What follows belongs to an exercise in optimizing a design on an open flow for small area and a short achievable clock period; a production flow would make more cautious choices.
At most, simulation tests tie the RTL to the original design; equivalence was not proved.
Power figures rest on the tool's default switching activity, not on a simulated workload.

Setup of try-garnet:
==> flow/design.v (excerpt) <==
module fifo_sync #(
  parameter int WIDTH = 32,
  parameter int DEPTH = 16
)(
  input  logic              clk,
  input  logic              rst_n,
  input  logic              in_valid,
  output logic              in_ready,
  input  logic [WIDTH-1:0]  in_data,
  output logic              out_valid,
  input  logic              out_ready,
  output logic [WIDTH-1:0]  out_data,
  output logic              full,
  output logic              empty,
  output logic [$clog2(DEPTH+1)-1:0] count
);
For scale: roughly 1200 cells after synthesis, about 550 flip-flops, roughly 20000 sq um of cells after synthesis.
clock: 3.8 ns
lec_check: 0
cap_margin: 20
core_margin: 2
core_utilization: 55
cts_cluster_diameter: 100
cts_cluster_size: 24
setup_slack_margin: 1.75
slew_margin: 20
run.sh (not shown) runs the stock make flow with config.mk's settings and CLKGATE_MAP_FILE= SYNTH_SCRIPT=/design/flow/synth_recipe.tcl, a recipe that flattens the netlist after the stock synthesis.
### try-garnet -> try-nickel
Settings: SETUP_SLACK_MARGIN now 1.9, was 1.75; CTS_BUF_LIST now sky130_fd_sc_hd__clkbuf_8 sky130_fd_sc_hd__clkbuf_16, previously not set.
## What came out
try-nickel finished every stage and its layout cleared the timing, DRC and antenna checks. Between try-nickel and try-garnet, it is try-nickel whose combinational power is higher, by 3.8%. try-garnet has a lower sequential share of layout area than try-nickel. Diff try-nickel and try-garnet: hold slack lower in try-garnet. Compared to try-garnet, try-nickel has number of design-rule violations left by the first detailed-router iteration 35 higher. Total number of vias on try-nickel is behind try-garnet. try-nickel vs try-garnet — count of cells along the worst register-to-register path dropped 2. Comparing try-nickel and try-garnet, the lower number of fill cells in the layout is on try-nickel. The run with more routed wire is try-nickel, not try-garnet.
The inputs of try-harbor differ from those of try-nickel as listed below.
Settings: removing CTS_BUF_LIST (formerly sky130_fd_sc_hd__clkbuf_8 sky130_fd_sc_hd__clkbuf_16); changing SETUP_SLACK_MARGIN from 1.9 to 2.05.
Notes after the runs:
Power spent charging and discharging nets: try-harbor worse than try-nickel
Peak fanout along the critical path came out lower on try-harbor than on try-nickel.
try-harbor vs. try-nickel: area growth from synthesis to layout went up by 5.2 points.
try-harbor ended up with more standard cells than try-nickel.
### try-harbor -> try-amber
Settings: a change of SETUP_SLACK_MARGIN from 2.05 to 1.9; an added GPL_TIMING_DRIVEN of 1.
Notes after the runs:
From try-harbor to try-amber the numbers moved as follows: overall routing resource usage went down by 1.1 points, area inside the core boundary was more or less identical, combinational share of power went down by 5.6 points, largest fanout on the critical path went up by 1. Delta(final layout net count, try-amber - try-harbor) < 0. try-amber | status: complete | timing, DRC, antenna: pass. Against try-harbor, try-amber comes in about 4.4% lower on summed area of non-filler cells in the final layout. Row final-layout non-clock buffer area share: try-amber lower / try-harbor higher. try-amber: wire length lower than try-harbor.


Another version of the RTL of fifo_sync (not shown whole).
Size in the first run: ~540 flip-flops, ~77 I/O pins, about 20000 um^2 of cells after synthesis.
Settings: LEC_CHECK=0, CAP_MARGIN=20, CORE_MARGIN=2, CORE_UTILIZATION=55, SETUP_SLACK_MARGIN=1.9, SLEW_MARGIN=20; clock period 3.8 ns.
Change:
- CORE_UTILIZATION: 55 -> 65
- CTS_BUF_LIST: default -> sky130_fd_sc_hd__clkbuf_8
- SETUP_SLACK_MARGIN: 1.9 -> 2.2
Routed wire length came out higher by 35%.
Power went up by 8.7%.
Via count grows by 22%.
Non-clock buffer count went up by 138.
Combinational power goes up by 83%.
Worst setup slack got worse by 0.0046 ns.
Clock-buffer cell count increases by 3.
Final cell count climbs by 7.3%.
No run of this note included a check of the RTL's function; only the layout flow was run.


build 43:
fifo_sync, a different RTL version from the one above (not shown whole).
For scale: ~550 flip-flops, roughly 77 I/O pins, about 21000 um^2 of cells after synthesis.
==> flow/config.mk <==
export PLATFORM = sky130hd
export DESIGN_NAME = fifo_sync
export DESIGN_NICKNAME = fifo_sync
export VERILOG_FILES = /design/flow/design.v
export SDC_FILE = /design/flow/constraint.sdc
export NUM_CORES = 4
export LEC_CHECK = 0
export CAP_MARGIN = 20
export CORE_MARGIN = 2
export CORE_UTILIZATION = 68
export CTS_CLUSTER_DIAMETER = 100
export CTS_CLUSTER_SIZE = 24
export SETUP_SLACK_MARGIN = 1.9
export SLEW_MARGIN = 20
==> flow/constraint.sdc <==
create_clock -name core_clock -period 3.8 [get_ports {clk}]
set_input_delay 0.7600 -clock core_clock [delete_from_list [all_inputs] [get_ports {clk}]]
set_output_delay 0.7600 -clock core_clock [all_outputs]
set_load 0.01 [all_outputs]
Build 43 finished every stage and its layout cleared the timing, DRC and antenna checks.
#### Input delta (trial 54 over build 43)
# build 43
export LEC_CHECK = 0
export CAP_MARGIN = 20
export CORE_MARGIN = 2
export CORE_UTILIZATION = 68
export CTS_CLUSTER_DIAMETER = 100
export CTS_CLUSTER_SIZE = 24
export SETUP_SLACK_MARGIN = 1.9
export SLEW_MARGIN = 20
create_clock -name core_clock -period 3.8 [get_ports {clk}]
# trial 54
export LEC_CHECK = 0
export CAP_MARGIN = 20
export CORE_MARGIN = 2
export CORE_UTILIZATION = 55
export CTS_CLUSTER_DIAMETER = 100
export CTS_CLUSTER_SIZE = 24
export SETUP_SLACK_MARGIN = 1.9
export SLEW_MARGIN = 20
create_clock -name core_clock -period 3.8 [get_ports {clk}]
--- outcome ---
- Trial 54 finished every stage and its layout cleared the timing, DRC and antenna checks.
- Trial 54 vs. build 43: number of diodes decreased 2, multi-input gate share of total cell area essentially unchanged, post-route standard cell area excluding fillers essentially unchanged, multi-input gate area in the final layout decreased 0.62%.
- Side by side, die area turned out higher in trial 54 than in build 43.
- Looking at end point of the critical path, the out_data[18] result is from trial 54; the out_data[17] one comes from build 43.
- Trial 54 vs. build 43: highest achievable clock rate now smaller; sum of routed wire length over all layers now larger.
- Trial 54 — cell count about 3% higher, build 43 as reference
- Trial 54 -> build 43: maximum net fanout on the critical path delta 0, exact match
No functional check of the RTL was part of any run of this note.

==> what the ideal ports hide <==
How much do the figures lean on ideal ports? The routed layouts below were timed once more, with nothing changed but the port constraints. Step 1, drivers: a clkbuf_16 drives clk and a buf_2 each remaining input, both assumed. Step 2 adds t to the input delays and takes it off the output delays; t is the mean of the earliest and latest rising clock arrival at the registers after step 1. Input paths then give back, and output paths get back, about the clock's delay inside the block. a / b / c = no drivers / after step 1 / after step 2; a / b = the first two.
run | t (ns) | setup WS [ns] | slew at the worst register clock pin (ns) | worst data-port slew with drivers (ns)
try-garnet | 0.623 | 1.788 / 1.736 / 1.341 | 0.10 / 0.10 | 0.07
try-nickel | 0.619 | 1.900 / 1.845 / 1.363 | 0.10 / 0.10 | 0.07
try-harbor | 0.627 | 1.909 / 1.850 / 1.588 | 0.10 / 0.10 | 0.07
try-amber | 0.618 | 1.900 / 1.847 / 1.362 | 0.10 / 0.10 | 0.07
the first run of note 2 | 0.645 | 1.755 / 1.748 / 1.451 | 0.06 / 0.06 | 0.05
the second run of note 2 | 0.661 | 1.750 / 1.706 / 1.496 | 0.09 / 0.09 | 0.07
build 43 | 0.610 | 1.844 / 1.797 / 1.394 | 0.10 / 0.10 | 0.10
trial 54 | 0.611 | 1.812 / 1.759 / 1.413 | 0.10 / 0.10 | 0.07
After both steps every run listed still meets setup and hold. For try-amber, which loses most, drivers alone change the setup slack by -0.053 ns; drivers and shift together by -0.538 ns.
